Background: an optimization exercise with open tools, aiming at small area, a short achievable clock period and few clock cycles. Do not read the settings as production practice. In this exercise RTL edits were held to simulation tests only and were not proved equivalent to the original.

==> v37 <==
==> flow/design.v (excerpt) <==
module MU0 ( Addr, Dout, Halted, Rd, Wr, cc, fetch, regC, Clk, Din,
     Reset, srcC );
==> module MU0, before the edit <==
module MU0 ( Addr, Dout, Halted, Rd, Wr, cc, fetch, regC, Clk, Din,
     Reset, srcC );
output  Halted, Rd, Wr, fetch;
input  Clk, Reset;
output [11:0]  Addr;
output [1:0]  cc;
output [15:0]  Dout;
output [15:0]  regC;
input [15:0]  Din;
input [1:0]  srcC;
reg  [15:0] acc;
reg  [11:0] pc;      
reg  [11:0] sa;      
reg  [1:0]  op;      
reg         st;      
reg         hlt;     
reg         rq;      
wire        N = acc[15];
wire        Z = ~|acc;
wire        fc   = ~st & ~hlt;                   
wire [2:0]  f    = Din[14:12];
wire        stp  = &f;
wire        take = f[2] & ~f[0] & (~f[1] | ~Z) |    
               f[2] & ~f[1] & f[0] & ~N;            
wire        is_sta = ~op[1] & op[0];
wire [11:0] pc_n = pc + {11'd0, fc};
wire        en = st & ~is_sta;
wire        ka = ~rq & (op[1] | ~en);       
wire        kb = en;                        
wire        b1 = kb & ~op[0], b0 = kb & op[0];
wire [15:0] bop;
genvar i;
generate for (i = 0; i < 16; i = i + 1) begin : bsel
  assign bop[i] = Din[i] ? b1 : b0;
end endgenerate
wire [15:0] alu;
add16 u_add (.s(alu), .a(acc & {16{ka}}),
             .b(bop), .cin(op[0] & kb));
always @(posedge Clk or posedge Reset)
  if (Reset) begin
    pc  <= 12'd0;
    st  <= 1'b0;
    hlt <= 1'b0;
  end else begin
    st  <= fc & ~f[2];
    hlt <= hlt | fc & stp;
    pc  <= fc & take ? Din[11:0] : pc_n;
  end
always @(posedge Clk or posedge Reset)
  if (Reset) rq <= 1'b1;
  else       rq <= 1'b0;
always @(posedge Clk) begin
  acc <= alu;
  sa <= Din[11:0];
  op <= Din[13:12];
end
assign Addr   = st ? sa : pc;
assign Dout   = acc;
assign Rd     = ~Reset & ~hlt & ~(st & is_sta);
assign fetch  = ~Reset & fc;
assign Wr     = st & is_sta;
assign Halted = hlt | ~Reset & fc & stp;
assign cc     = {N, Z};
assign regC   = srcC[1] ? {14'd0, N, Z} :
                srcC[0] ? {4'd0, pc_n} : acc;
endmodule
clock: 10.0 ns
lec_check: 0
cap_margin: 20
core_margin: 2
core_utilization: 70
slew_margin: 20
standard.sh (not shown) runs the stock make flow with config.mk's settings and CLKGATE_MAP_FILE= SYNTH_SCRIPT=/design/flow/synth_recipe.tcl, a recipe that flattens the netlist after the stock synthesis.
==> flow/flow/run.sh <==
#!/bin/bash
# Standard ORFS layout in two parts. Between placement and clock tree
# synthesis, flow/size_io.tcl sizes the port buffers on the paths from the
# inputs straight to the outputs (srcC to regC, Reset and Din to the bus
# controls). Ports are buffered with buf_1 first; timing repair then aims
# at a 5 ns setup margin.
set -euo pipefail
K=("SETUP_SLACK_MARGIN=5.3" "BUFFER_PORTS_ARGS=-buffer_cell sky130_fd_sc_hd__buf_1" "CTS_ARGS=-sink_clustering_enable -repair_clock_nets -dont_use_dummy_load")
bash standard.sh "${K[@]}" place > standard_place.log 2>&1
openroad -no_init -exit flow/size_io.tcl > size_io.log 2>&1
bash standard.sh "${K[@]}" finish > standard_finish.log 2>&1
==> flow/flow/size_io.tcl <==
set ::sizes {regC* sky130_fd_sc_hd__buf_2 Halted sky130_fd_sc_hd__buf_2 Rd sky130_fd_sc_hd__buf_2 fetch sky130_fd_sc_hd__buf_2 srcC* sky130_fd_sc_hd__buf_4}
# Resize the port buffers of the input-to-output paths in the placed design,
# then legalise the placement again.
set p $::env(FLOW_HOME)/platforms/$::env(FLOW_PLATFORM)
set r orfs/results/$::env(FLOW_PLATFORM)/MU0/base
read_lef $p/lef/sky130_fd_sc_hd.tlef
read_lef $p/lef/sky130_fd_sc_hd_merged.lef
read_liberty $p/lib/sky130_fd_sc_hd__tt_025C_1v80.lib
read_db $r/3_place.odb
read_sdc $r/3_place.sdc
source $p/setRC.tcl
estimate_parasitics -placement
report_checks -path_delay max -group_path_count 5 -format end
# the buffer on a port: the cell its net drives (input) or is driven by (output)
proc size_port {pattern cell} {
  set block [ord::get_db_block]
  foreach bt [$block getBTerms] {
    set name [$bt getName]
    if {![string match $pattern $name]} continue
    set want [expr {[$bt getIoType] eq "OUTPUT" ? "OUTPUT" : "INPUT"}]
    foreach it [[$bt getNet] getITerms] {
      if {[$it getIoType] ne $want} continue
      set inst [[$it getInst] getName]
      puts "$name: $inst [[[$it getInst] getMaster] getName] -> $cell"
      replace_cell [get_cells $inst] $cell
    }
  }
}
foreach {port cell} $::sizes { size_port $port $cell }
estimate_parasitics -placement
report_checks -path_delay max -group_path_count 5 -format end
report_checks -path_delay max
detailed_placement
check_placement -verbose
write_db $r/3_place.odb
==> v29: changes against v37 <==
--- a/flow/design.v
+++ b/flow/design.v
@@ -82,7 +82,7 @@
 input [1:0]  srcC;
 reg  [15:0] acc;
 reg  [11:0] pc;      
-reg  [11:0] sa;      
+reg  [11:0] ra;      
 reg  [1:0]  op;      
 reg         st;      
 reg         hlt;     
@@ -116,23 +116,23 @@
   end else begin
     st  <= fc & ~f[2];
     hlt <= hlt | fc & stp;
-    pc  <= fc & take ? Din[11:0] : pc_n;
+    pc  <= fc & (~f[2] | take) ? Din[11:0] : st ? ra : pc_n;
   end
 always @(posedge Clk or posedge Reset)
   if (Reset) rq <= 1'b1;
   else       rq <= 1'b0;
 always @(posedge Clk) begin
   acc <= alu;
-  sa <= Din[11:0];
+  ra <= pc_n;
   op <= Din[13:12];
 end
-assign Addr   = st ? sa : pc;
+assign Addr   = pc;
 assign Dout   = acc;
 assign Rd     = ~Reset & ~hlt & ~(st & is_sta);
 assign fetch  = ~Reset & fc;
 assign Wr     = st & is_sta;
-assign Halted = hlt | ~Reset & fc & stp;
+assign Halted = hlt;
 assign cc     = {N, Z};
 assign regC   = srcC[1] ? {14'd0, N, Z} :
-                srcC[0] ? {4'd0, pc_n} : acc;
+                srcC[0] ? {4'd0, pc} : acc;
 endmodule
==> flow/flow/run.sh (replaced) <==
#!/bin/bash
# Standard ORFS layout in parts:
#  1. the standard synthesis; flow/remap.sh then re-maps its combinational
#     logic for area (flip-flops unchanged);
#  2. floorplan and placement; flow/size_io.tcl then sizes the port buffers
#     on the paths from the inputs straight to the outputs (srcC to regC,
#     Reset to Rd and fetch);
#  3. clock tree, routing and the rest.
# Each step's full output is in its own .log file here.
# Ports are buffered with buf_1; timing repair aims at a 5.3 ns setup margin.
set -euo pipefail
K=("SETUP_SLACK_MARGIN=5.3" "BUFFER_PORTS_ARGS=-buffer_cell sky130_fd_sc_hd__buf_1" "CTS_ARGS=-sink_clustering_enable -repair_clock_nets -dont_use_dummy_load -buf_list sky130_fd_sc_hd__clkbuf_8")
R=orfs/results/$FLOW_PLATFORM/MU0/base
bash standard.sh "${K[@]}" synth > standard_synth.log 2>&1
cp $R/1_2_yosys.v standard_1_2_yosys.v
bash flow/remap.sh standard_1_2_yosys.v $R/1_2_yosys.v > remap.log 2>&1
rm -f $R/1_synth.odb $R/1_synth.sdc
bash standard.sh "${K[@]}" place > standard_place.log 2>&1
openroad -no_init -exit flow/size_io.tcl > size_io.log 2>&1
bash standard.sh "${K[@]}" finish > standard_finish.log 2>&1
==> flow/flow/cellmodels.py (new file) <==
#!/usr/bin/env python3
"""Write Verilog models of the combinational cells of a liberty file, from
their function attributes (for re-mapping a mapped netlist with ABC).
usage: cellmodels.py LIB > models.v"""
import re, sys
s = open(sys.argv[1]).read()
out = []
for m in re.finditer(r'\n\s*cell\s*\(\s*"?(\w+)"?\s*\)\s*\{', s):
    name = m.group(1)
    # the cell body: up to the next cell
    start = m.end()
    nxt = re.search(r'\n\s*cell\s*\(', s[start:])
    body = s[start:start + nxt.start()] if nxt else s[start:]
    if re.search(r'\b(ff|latch|statetable)\s*\(', body):
        continue
    pins = re.findall(r'\n\s*pin\s*\(\s*"?(\w+)"?\s*\)\s*\{(.*?)\n\s*\}', body, re.S)
    ins, outs = [], []
    for pn, pb in pins:
        d = re.search(r'direction\s*:\s*"?(\w+)"?', pb)
        if not d:
            continue
        if d.group(1) == 'input':
            ins.append(pn)
        elif d.group(1) == 'output':
            f = re.search(r'function\s*:\s*"([^"]*)"', pb)
            if not f:
                outs = None
                break
            outs.append((pn, f.group(1)))
    if not outs or not ins:
        continue
    ports = ins + [o for o, _ in outs]
    out.append("module %s (%s);" % (name, ", ".join(ports)))
    for i in ins:
        out.append("  input %s;" % i)
    for o, f in outs:
        e = f.replace('!', '~').replace('*', '&').replace('+', '|')
        out.append("  output %s;\n  assign %s = %s;" % (o, o, e))
    out.append("endmodule")
print("\n".join(out))
==> flow/flow/remap.abc (new file) <==
strash
dch -f
amap
topo
==> flow/flow/remap.sh (new file) <==
#!/bin/bash
# Re-map the combinational logic of the standard synthesis netlist with ABC
# for area (flow/remap.abc). The flip-flops stay the cells and names the
# standard synthesis gave them: the combinational cells are read as their
# liberty functions and flattened into gates, while the flip-flops and tie
# cells stay black boxes, and ABC maps only the gates. The cells on the
# short paths from the inputs straight to the outputs (srcC to regC, Reset
# to Rd and fetch) are kept as the standard synthesis mapped them.
# usage: flow/remap.sh NETLIST_IN NETLIST_OUT
set -euo pipefail
LIB=$FLOW_HOME/platforms/$FLOW_PLATFORM/lib/sky130_fd_sc_hd__tt_025C_1v80.lib
python3 flow/cellmodels.py $LIB > remap_models.v
cat > remap.ys <<EOY
read_verilog remap_models.v
read_liberty -lib -ignore_redef $LIB
read_verilog $1
hierarchy -top $FLOW_TOP
cd $FLOW_TOP
select -set fwd w:srcC w:Reset %u w:Din %u %co3
select -set bwd w:regC w:Halted %u w:Rd %u w:fetch %u %ci3
select -set keep @fwd @bwd %i t:sky130_fd_sc_hd__df* %d
setattr -set keep_hierarchy 1 @keep
cd
flatten
opt -purge
techmap
opt -fast -purge
abc -liberty $LIB -script flow/remap.abc -dont_use *probe* -dont_use *lpflow*
opt_clean -purge
blackbox sky130_fd_sc_hd__*
stat -liberty $LIB
write_verilog -noattr -nohex -nodec $2
EOY
yosys -l remap_yosys.log remap.ys > /dev/null
- CORE_UTILIZATION: 70 -> 45
==> run notes <==
- v29 went through all stages and came out clean. v37 finished clean.
- Cell count: v37 is smaller than v29 (about 13%).
- In v37 the wire length is smaller than in v29, by 9.3%.
- Synthesized cell count: v29 is larger than v37 (about 8%).
- Register-to-register slack: v29 is lower than v37 (0.22 ns).
Testbench counts of v37, summed over its fixed seeds: cycles 63,547.
Testbench counts of v29, summed over its fixed seeds: cycles 63,739.

what the ideal ports hide:
In the flow no input, the clock included, has a driving cell. The finished layouts below were timed again as built, in two steps.
Step 1 (the two cells are an assumption about what drives the block):
set clk [get_ports {Clk}]
set_driving_cell -lib_cell sky130_fd_sc_hd__clkbuf_16 $clk
set_driving_cell -lib_cell sky130_fd_sc_hd__buf_2 [delete_from_list [all_inputs] $clk]
Step 2 times the ports against the registers' clock, not the clock port: input delays grow and output delays shrink by t, the midpoint of the rising clock arrivals with the driver on.
a / b / c = ideal / step 1 / step 2; a / b = the first two.
run | t (ns) | setup slack, ns | worst setup path after step 2
v37 | 0.324 | 5.383 / 5.310 / 5.233 | input to register
v29 | 0.316 | 5.370 / 5.329 / 5.089 | input to register
After both steps setup and hold are still met in every run listed. For v29, which loses most, drivers alone change the setup slack by -0.041 ns; drivers and shift together by -0.281 ns.
